Background: an optimization exercise with open tools, aiming at small area and a short achievable clock period. Do not read the settings as production practice. Where RTL was checked, it was by simulation tests only, not by an equivalence proof against the original.

==> flow/design.v (excerpt) <==
module ENIGMA(
	clk,
	rst_n,
	in_valid,
	in_valid_2,
	crypt_mode,
	code_in,
	out_code,
	out_valid
);
Size: roughly 4,700 cells after synthesis, ~890 flip-flops, ~18 I/O pins, ~44,000 um^2 of cells after synthesis.
Settings: LEC_CHECK=0, CAP_MARGIN=20, CORE_MARGIN=2, CORE_UTILIZATION=25, PLACE_DENSITY=0.4, SLEW_MARGIN=20; clock period 15.0 ns.
standard.sh (not shown) runs the stock make flow with config.mk's settings and CLKGATE_MAP_FILE= SYNTH_SCRIPT=/design/flow/synth_recipe.tcl, a recipe that flattens the netlist after the stock synthesis.
==> flow/flow/run.sh <==
#!/bin/bash
set -euo pipefail
bash standard.sh finish SETUP_SLACK_MARGIN=11.5 > make_finish.log 2>&1
==> next run, changes <==
==> flow/flow/run.sh (replaced) <==
#!/bin/bash
set -euo pipefail
bash standard.sh finish SETUP_SLACK_MARGIN=10 > make_finish.log 2>&1
--- a/flow/config.mk
+++ b/flow/config.mk
@@ -12,0 +13 @@
+export TNS_END_PERCENT = 5
What happened:
- The changed run finished clean
- final area goes down by roughly a tenth
- worst setup slack gets worse by 0.24 ns
- sequential share of layout area goes up by 3.5 points
- hold slack gets worse by 0.0087 ns
No functional check of the RTL was part of any run of this note.


job 2447:
Another version of the RTL of ENIGMA (not shown whole).
For scale: ~4,400 cells after synthesis, roughly 18 I/O pins.
==> flow/config.mk <==
export PLATFORM = sky130hd
export DESIGN_NAME = ENIGMA
export DESIGN_NICKNAME = ENIGMA
export VERILOG_FILES = /design/flow/design.v
export SDC_FILE = /design/flow/constraint.sdc
export NUM_CORES = 4
export LEC_CHECK = 0
export CAP_MARGIN = 20
export CORE_MARGIN = 2
export CORE_UTILIZATION = 25
export PLACE_DENSITY = 0.4
export SETUP_SLACK_MARGIN = 5
export SLEW_MARGIN = 20
==> flow/constraint.sdc <==
create_clock -name core_clock -period 15.0 [get_ports {clk}]
set_input_delay 3.0000 -clock core_clock [delete_from_list [all_inputs] [get_ports {clk}]]
set_output_delay 3.0000 -clock core_clock [all_outputs]
set_load 0.01 [all_outputs]
run.sh (not shown) runs the stock make flow with config.mk's settings and CLKGATE_MAP_FILE= SYNTH_SCRIPT=/design/flow/synth_recipe.tcl, a recipe that flattens the netlist after the stock synthesis.
Stock flow here: none of the scripts above is used.
For job 4929, these inputs were changed with respect to job 2447:
- swapping 25 for 45 in CORE_UTILIZATION
- swapping 0.4 for 0.6 in PLACE_DENSITY
- putting TNS_END_PERCENT at 5 where nothing was set
- clearing SETUP_SLACK_MARGIN, which used to be 5
==> flow/flow/run.sh (new file) <==
#!/bin/bash
set -euo pipefail
bash standard.sh finish SETUP_SLACK_MARGIN=10 > make_finish.log 2>&1
==> flow/standard.sh (new file) <==
#!/bin/bash
# synth_recipe.tcl (not shown) runs the flow's synth.tcl, then flattens the netlist and writes it again
# the make line also repeats each setting of config.mk as NAME=value (left out here)
make -C /OpenROAD-flow-scripts/flow DESIGN_CONFIG=/design/flow/config.mk WORK_HOME=/design/flow/orfs CLKGATE_MAP_FILE= SYNTH_SCRIPT=/design/flow/synth_recipe.tcl "${@:-finish}"
removed: flow/run.sh
Results
Job 4929 reached the end of the flow, and the finished layout is clean on the timing, design-rule and antenna checks.
Looking at job 2447 and job 4929, the number of sinks driven by the clock tree is a wash.
Diff job 2447 -> job 4929: largest net degree at the start of global routing +15, share of the core filled with cells in the final layout now larger, global-route usage over all layers increased by 16 points relative to the old numbers.
Job 2447 -> job 4929: via-per-instance ratio increased by more than 10%
Between job 2447 and job 4929, the instance count after placement with tap cells included is lower for job 4929.
Looking at worst setup path endpoint, the pt[4][2] result is from job 2447; the out_code[5] one comes from job 4929.
Per the comparison of job 4929 with job 2447, clock buffer count decreased 14%, final-stage net count higher, sequential cell area share stayed essentially flat, total met3 wirelength after detailed routing climbed 4800 um.
Relative to job 4929, the following input files were edited for job 3872:
- setting CTS_BUF_LIST to sky130_fd_sc_hd__clkbuf_8 sky130_fd_sc_hd__clkbuf_4 for the first time
Results
Clock skew on job 3872 is behind job 4929.
Number of global-route vias before repair, job 3872 and job 4929: larger value in job 3872
Compared to job 4929, job 3872 leaves less free space in the core.
Detail-routed via count per cell delta for job 3872 relative to job 4929: 0.048 lower
What job 7505 does differently from job 3872 at the input level:
- clearing CTS_BUF_LIST, which used to be sky130_fd_sc_hd__clkbuf_8 sky130_fd_sc_hd__clkbuf_4
- swapping 45 for 25 in CORE_UTILIZATION
- swapping 0.6 for 0.4 in PLACE_DENSITY
==> comparison <==
From job 3872 to job 7505 the numbers moved as follows: area growth from synthesis to layout higher; clock buffer instance count of the final layout decreased by about 40% relative to the old numbers; die area +about 80%; peak per-stage delay on the critical path has decreased.
s5_r[4] as the origin of the worst setup path was reported by job 3872, and sh_r[0] by job 7505.
Job 7505 and job 3872 ended up with nearly the same cell area after technology mapping.


Another version of the RTL of ENIGMA (not shown whole).
Size: about 5,300 cells after synthesis, roughly 860 flip-flops, about 18 I/O pins, ~47,000 um^2 of cells after synthesis.
## ENIGMA
module ENIGMA(
	clk,
	rst_n,
	in_valid,
	in_valid_2,
	crypt_mode,
	code_in,
	out_code,
	out_valid
);
make LEC_CHECK=0 CAP_MARGIN=20 CORE_MARGIN=2 CORE_UTILIZATION=25 PLACE_DENSITY=0.4 SLEW_MARGIN=20 finish   # period 15.0 ns
Stock flow here: none of the scripts above is used.
Edit:
--- a/flow/config.mk
+++ b/flow/config.mk
@@ -7,2 +7,3 @@
 export LEC_CHECK = 0
+export ABC_AREA = 1
 export CAP_MARGIN = 20
@@ -11,2 +12,3 @@
 export PLACE_DENSITY = 0.4
+export SETUP_SLACK_MARGIN = 5
 export SLEW_MARGIN = 20
Worst setup slack gains 3600 ps.
Utilization hardly moves.
Synthesized area shrinks by 5.8%.
Fmax is higher by 37%.
Edit:
==> flow/flow/run.sh (new file) <==
#!/bin/bash
set -euo pipefail
bash standard.sh finish SETUP_SLACK_MARGIN=9 > make_finish.log 2>&1
==> flow/standard.sh (new file) <==
#!/bin/bash
# synth_recipe.tcl (not shown) runs the flow's synth.tcl, then flattens the netlist and writes it again
# the make line also repeats each setting of config.mk as NAME=value (left out here)
make -C /OpenROAD-flow-scripts/flow DESIGN_CONFIG=/design/flow/config.mk WORK_HOME=/design/flow/orfs CLKGATE_MAP_FILE= SYNTH_SCRIPT=/design/flow/synth_recipe.tcl "${@:-finish}"
--- a/flow/config.mk
+++ b/flow/config.mk
@@ -12,3 +12,2 @@
 export PLACE_DENSITY = 0.4
-export SETUP_SLACK_MARGIN = 5
 export SLEW_MARGIN = 20
removed: flow/run.sh
What happened:
- clock skew climbs by 3.3 ps
- core utilization climbs by 5.5 points
- wire length climbs by 14%
- sequential cell count is unchanged
- via count climbs by 9.5%
- hold slack degrades by 3.9 ps
Edit:
==> flow/flow/run.sh (replaced) <==
#!/bin/bash
set -euo pipefail
bash standard.sh finish SETUP_SLACK_MARGIN=11 > make_finish.log 2>&1
Result: Final cell count hardly moves; first-iteration DRC count goes up by about 4%; die area does not change; fmax increases by about 0.35%; setup slack gains 28 ps.


== run C ==
RTL: one of the versions met above, not the one the previous note started from.
Size in the first run: ~4400 cells after synthesis, roughly 890 flip-flops, about 18 I/O pins.
// ENIGMA
module ENIGMA(
	clk,
	rst_n,
	in_valid,
	in_valid_2,
	crypt_mode,
	code_in,
	out_code,
	out_valid
);
Settings: LEC_CHECK=0, CAP_MARGIN=20, CORE_MARGIN=2, CORE_UTILIZATION=25, PLACE_DENSITY=0.4, SLEW_MARGIN=20; clock period 15.0 ns.
standard.sh (not shown) runs the stock make flow with config.mk's settings and CLKGATE_MAP_FILE= SYNTH_SCRIPT=/design/flow/synth_recipe.tcl, a recipe that flattens the netlist after the stock synthesis.
==> flow/flow/run.sh <==
#!/bin/bash
set -euo pipefail
bash standard.sh finish SETUP_SLACK_MARGIN=11.5 > make_finish.log 2>&1
In summary, run C completed successfully, with a layout that passed the timing, design-rule and antenna checks.
Changes in run A relative to run C:
- TNS_END_PERCENT newly set to 1
==> flow/flow/run.sh <==
#!/bin/bash
set -euo pipefail
bash standard.sh finish SETUP_SLACK_MARGIN=10.5 > make_finish.log 2>&1
Results
Actual slew at the worst max-slew pin, run A and run C, lower one = run C. For the sequential fraction of total cell area, run A came in 4.0 points higher than run C did.


The RTL this note starts from:
==> flow/design.v <==
module ENIGMA(
	clk,
	rst_n,
	in_valid,
	in_valid_2,
	crypt_mode,
	code_in,
	out_code,
	out_valid
);
input clk;
input rst_n;
input in_valid;
input in_valid_2;
input crypt_mode;
input [5:0] code_in;
output reg out_valid;
output reg [5:0] out_code;
integer i, g, k;
function [2:0] grp_src;
	input [2:0] ty;
	input [2:0] p;
	begin
		case (ty)
			3'd1: grp_src = p ^ 3'd1;
			3'd2: grp_src = p ^ 3'd2;
			3'd3: grp_src = (p == 3'd0 || p == 3'd7) ? p : (p <= 3'd3 ? p + 3'd3 : p - 3'd3);
			3'd4: grp_src = p ^ 3'd4;
			3'd5: grp_src = (p == 3'd3 || p == 3'd4) ? p : (p <= 3'd2 ? p + 3'd5 : p - 3'd5);
			3'd6: case (p)
					3'd0: grp_src = 3'd6; 3'd1: grp_src = 3'd7; 3'd2: grp_src = 3'd3; 3'd3: grp_src = 3'd2;
					3'd4: grp_src = 3'd5; 3'd5: grp_src = 3'd4; 3'd6: grp_src = 3'd0; default: grp_src = 3'd1;
				  endcase
			3'd7: grp_src = 3'd7 - p;
			default: grp_src = p;
		endcase
	end
endfunction
reg iv, iv2;
reg cm;
reg [5:0] code;
always @(posedge clk or negedge rst_n) begin
	if (!rst_n) begin
		iv  <= 1'b0;
		iv2 <= 1'b0;
	end else begin
		iv  <= in_valid;
		iv2 <= in_valid_2;
	end
end
always @(posedge clk) begin
	cm   <= crypt_mode;
	code <= code_in;
end
reg [6:0] cnt;
reg mode;
always @(posedge clk or negedge rst_n) begin
	if (!rst_n) cnt <= 7'd0;
	else if (iv) cnt <= cnt + 7'd1;
	else cnt <= 7'd0;
end
always @(posedge clk or negedge rst_n) begin
	if (!rst_n) mode <= 1'b0;
	else if (iv && cnt == 7'd0) mode <= cm;
end
reg [5:0] ra [0:63];         
reg [5:0] rb [0:63];         
wire loadA = iv & ~cnt[6];
always @(posedge clk) begin
	for (i = 0; i < 63; i = i + 1)
		ra[i] <= ra[i + 1];
	ra[63] <= loadA ? code : ra[0];
end
always @(posedge clk) begin
	for (g = 0; g < 8; g = g + 1) begin
		for (k = 0; k < 7; k = k + 1)
			rb[8 * g + k] <= rb[8 * g + k + 1];
		rb[8 * g + 7] <= (iv && cnt[6] && cnt[5:3] == g) ? code : rb[8 * g];
	end
end
reg [5:0] ro_lag;
reg [3:0] shh;
reg [2:0] pt [0:7];          
reg [2:0] qt [0:7];          
wire [1:0] sh_r = {shh[2] | shh[3], shh[1] | shh[3]};
wire [5:0] ro_off = ro_lag + 6'd1 + {4'd0, sh_r};
reg v1;
always @(posedge clk or negedge rst_n) begin
	if (!rst_n) v1 <= 1'b0;
	else v1 <= iv2;
end
wire [5:0] w = code - ro_off;
wire [3:0] wb = w[5:2];
wire [3:0] wb1 = w[5:2] - 4'd1;
reg [5:0] win [0:7];         
reg [5:0] cand [0:3];        
always @(*) begin
	for (k = 0; k < 4; k = k + 1) begin
		win[4 + k] = ra[{wb, k[1:0]}];
		win[k]     = ra[{wb1, k[1:0]}];
	end
end
reg [7:0] cgrp [0:3];        
reg [5:0] nc [0:3];
always @(*) begin
	for (k = 0; k < 4; k = k + 1)
		nc[k] = win[{1'b1, w[1:0]} - k];
end
always @(posedge clk) begin
	for (k = 0; k < 4; k = k + 1) begin
		cand[k] <= nc[k];
		cgrp[k] <= 8'd1 << nc[k][5:3];
	end
end
reg [5:0] s2;
reg [2:0] bslot;
reg [3:0] s2lo;              
integer c;
always @(*) begin
	s2 = 6'd0;
	bslot = 3'd0;
	s2lo = 4'd0;
	for (c = 0; c < 4; c = c + 1) begin
		s2 = s2 | ({6{shh[c]}} & cand[c]);
		bslot = bslot | ({3{shh[c]}} & pt[cand[c][2:0]]);
		for (k = 0; k < 4; k = k + 1)
			s2lo[k] = s2lo[k] | (shh[c] & (cand[c][1:0] == k));
	end
end
reg [7:0] gsel;
reg [5:0] bg [0:7];
always @(*) begin
	gsel = 8'd0;
	for (c = 0; c < 4; c = c + 1)
		gsel = gsel | ({8{shh[c]}} & cgrp[c]);
	for (k = 0; k < 8; k = k + 1) begin
		bg[k] = 6'd0;
		for (g = 0; g < 8; g = g + 1)
			bg[k] = bg[k] | ({6{gsel[g]}} & rb[8 * g + k]);
	end
end
wire [5:0] s3 = bg[bslot];
wire [5:0] s4 = ~s3;
wire [63:0] hit;
genvar gi;
generate for (gi = 0; gi < 64; gi = gi + 1) begin : cam_b
	assign hit[gi] = (rb[gi] == s4);
end endgenerate
reg [7:0] hit_slot;
reg [7:0] hit_grp;
reg [2:0] s5lo;
reg [3:0] s5q;               
always @(*) begin
	for (k = 0; k < 8; k = k + 1) begin
		hit_slot[k] = hit[k] | hit[8 + k] | hit[16 + k] | hit[24 + k] |
		              hit[32 + k] | hit[40 + k] | hit[48 + k] | hit[56 + k];
		hit_grp[k]  = |hit[8 * k +: 8];
	end
	s5lo = 3'd0;
	s5q = 4'd0;
	for (k = 0; k < 8; k = k + 1) begin
		s5lo = s5lo | ({3{hit_slot[k]}} & qt[k]);
		for (c = 0; c < 4; c = c + 1)
			s5q[c] = s5q[c] | (hit_slot[k] & (qt[k][1:0] == c));
	end
end
wire [2:0] s5hi = {hit_grp[4] | hit_grp[5] | hit_grp[6] | hit_grp[7],
                   hit_grp[2] | hit_grp[3] | hit_grp[6] | hit_grp[7],
                   hit_grp[1] | hit_grp[3] | hit_grp[5] | hit_grp[7]};
wire [5:0] s5 = {s5hi, s5lo};
wire [3:0] shn = mode ? s5q : s2lo;
wire [2:0] ty = s3[2:0] ^ {3{mode}};
reg [2:0] ptd [0:7];
always @(*) begin
	for (k = 0; k < 8; k = k + 1)
		ptd[k] = pt[k] - 3'd1;
end
always @(posedge clk) begin
	if (iv) begin
		ro_lag <= 6'd63;
		shh    <= 4'b0001;
		for (k = 0; k < 8; k = k + 1) begin
			pt[k] <= k;
			qt[k] <= k;
		end
	end else begin
		ro_lag <= ro_off;
		shh    <= v1 ? shn : 4'b0001;
		for (k = 0; k < 8; k = k + 1) begin
			pt[k] <= v1 ? ptd[grp_src(ty, k)] : ptd[k];
			qt[k] <= v1 ? grp_src(ty, qt[(k + 1) % 8]) : qt[(k + 1) % 8];
		end
	end
end
reg v2;
reg [5:0] s5_r;
reg [5:0] off_r;
always @(posedge clk or negedge rst_n) begin
	if (!rst_n) v2 <= 1'b0;
	else v2 <= v1;
end
always @(posedge clk) begin
	s5_r  <= s5;
	off_r <= ro_off + 6'd1;
end
reg [5:0] hitA;
always @(*) begin
	hitA = 6'd0;
	for (k = 0; k < 64; k = k + 1)
		if (ra[k] == s5_r) hitA = hitA | k;
end
wire [5:0] s6 = hitA + off_r;
always @(posedge clk or negedge rst_n) begin
	if (!rst_n) begin
		out_valid <= 1'b0;
		out_code  <= 6'd0;
	end else begin
		out_valid <= v2;
		out_code  <= v2 ? s6 : 6'd0;
	end
end
endmodule
export LEC_CHECK = 0
export CAP_MARGIN = 20
export CORE_MARGIN = 2
export CORE_UTILIZATION = 45
export CTS_CLUSTER_DIAMETER = 100
export CTS_CLUSTER_SIZE = 24
export PLACE_DENSITY = 0.6
export SLEW_MARGIN = 20
export TNS_END_PERCENT = 5
create_clock -name core_clock -period 15.0 [get_ports {clk}]
==> flow/flow/run.sh <==
#!/bin/bash
set -euo pipefail
bash standard.sh finish SETUP_SLACK_MARGIN=9.5 > make_finish.log 2>&1
Then changed:
==> flow/flow/run.sh (replaced) <==
#!/bin/bash
set -euo pipefail
bash standard.sh finish SETUP_SLACK_MARGIN=10 > make_finish.log 2>&1
After rerunning:
- The new run passed the timing, design-rule and antenna checks
- die area stays the same
- cell area went up by about 2.8%
- clock-buffer cell count went down by 1
- clock skew went up by 9.9 ps
- fmax went up by 6.5%
- non-clock buffer count went up by 24
- register-to-register slack improved by 330 ps
- via count went up by 1.1%

==> afterwards: timing with drivers on the ports <==
The flow's constraints put no driver on any port. The routed layouts listed below were extracted and timed again, unchanged, in two steps. Step 1 assumes that a clkbuf_16 drives the clock port and a buf_2 every other input. Step 2 also shifts input and output timing later by t, the mid clock arrival at the registers, as if the neighbouring blocks saw the same clock. Slacks: ideal / step 1 / step 2; pairs: ideal / step 1.
run | shift t [ns] | setup WS [ns] | latest minus earliest clock arrival (ns)
the first run of note 1 | 0.851 | 9.789 / 9.789 / 9.789 | 0.089 / 0.090
the second run of note 1 | 0.839 | 9.546 / 9.546 / 9.546 | 0.066 / 0.066
job 2447 | 0.802 | 7.011 / 7.011 / 7.011 | 0.068 / 0.067
job 4929 | 0.770 | 9.643 / 9.643 / 9.643 | 0.033 / 0.034
job 3872 | 0.931 | 9.613 / 9.613 / 9.613 | 0.046 / 0.046
job 7505 | 0.803 | 9.581 / 9.581 / 9.581 | 0.072 / 0.073
the first run of note 3 | 0.839 | 1.789 / 1.789 / 1.789 | 0.107 / 0.107
the second run of note 3 | 0.816 | 5.350 / 5.350 / 5.350 | 0.032 / 0.031
the third run of note 3 | 0.822 | 7.087 / 7.087 / 7.087 | 0.039 / 0.039
the fourth run of note 3 | 0.838 | 7.115 / 7.115 / 7.115 | 0.037 / 0.038
run C | 0.809 | 9.599 / 9.599 / 9.599 | 0.070 / 0.071
run A | 0.809 | 9.578 / 9.578 / 9.578 | 0.086 / 0.087
the first run of note 5 | 0.752 | 9.531 / 9.531 / 9.531 | 0.051 / 0.051
the second run of note 5 | 0.768 | 9.865 / 9.865 / 9.865 | 0.061 / 0.061
After both steps every run listed still meets setup and hold.
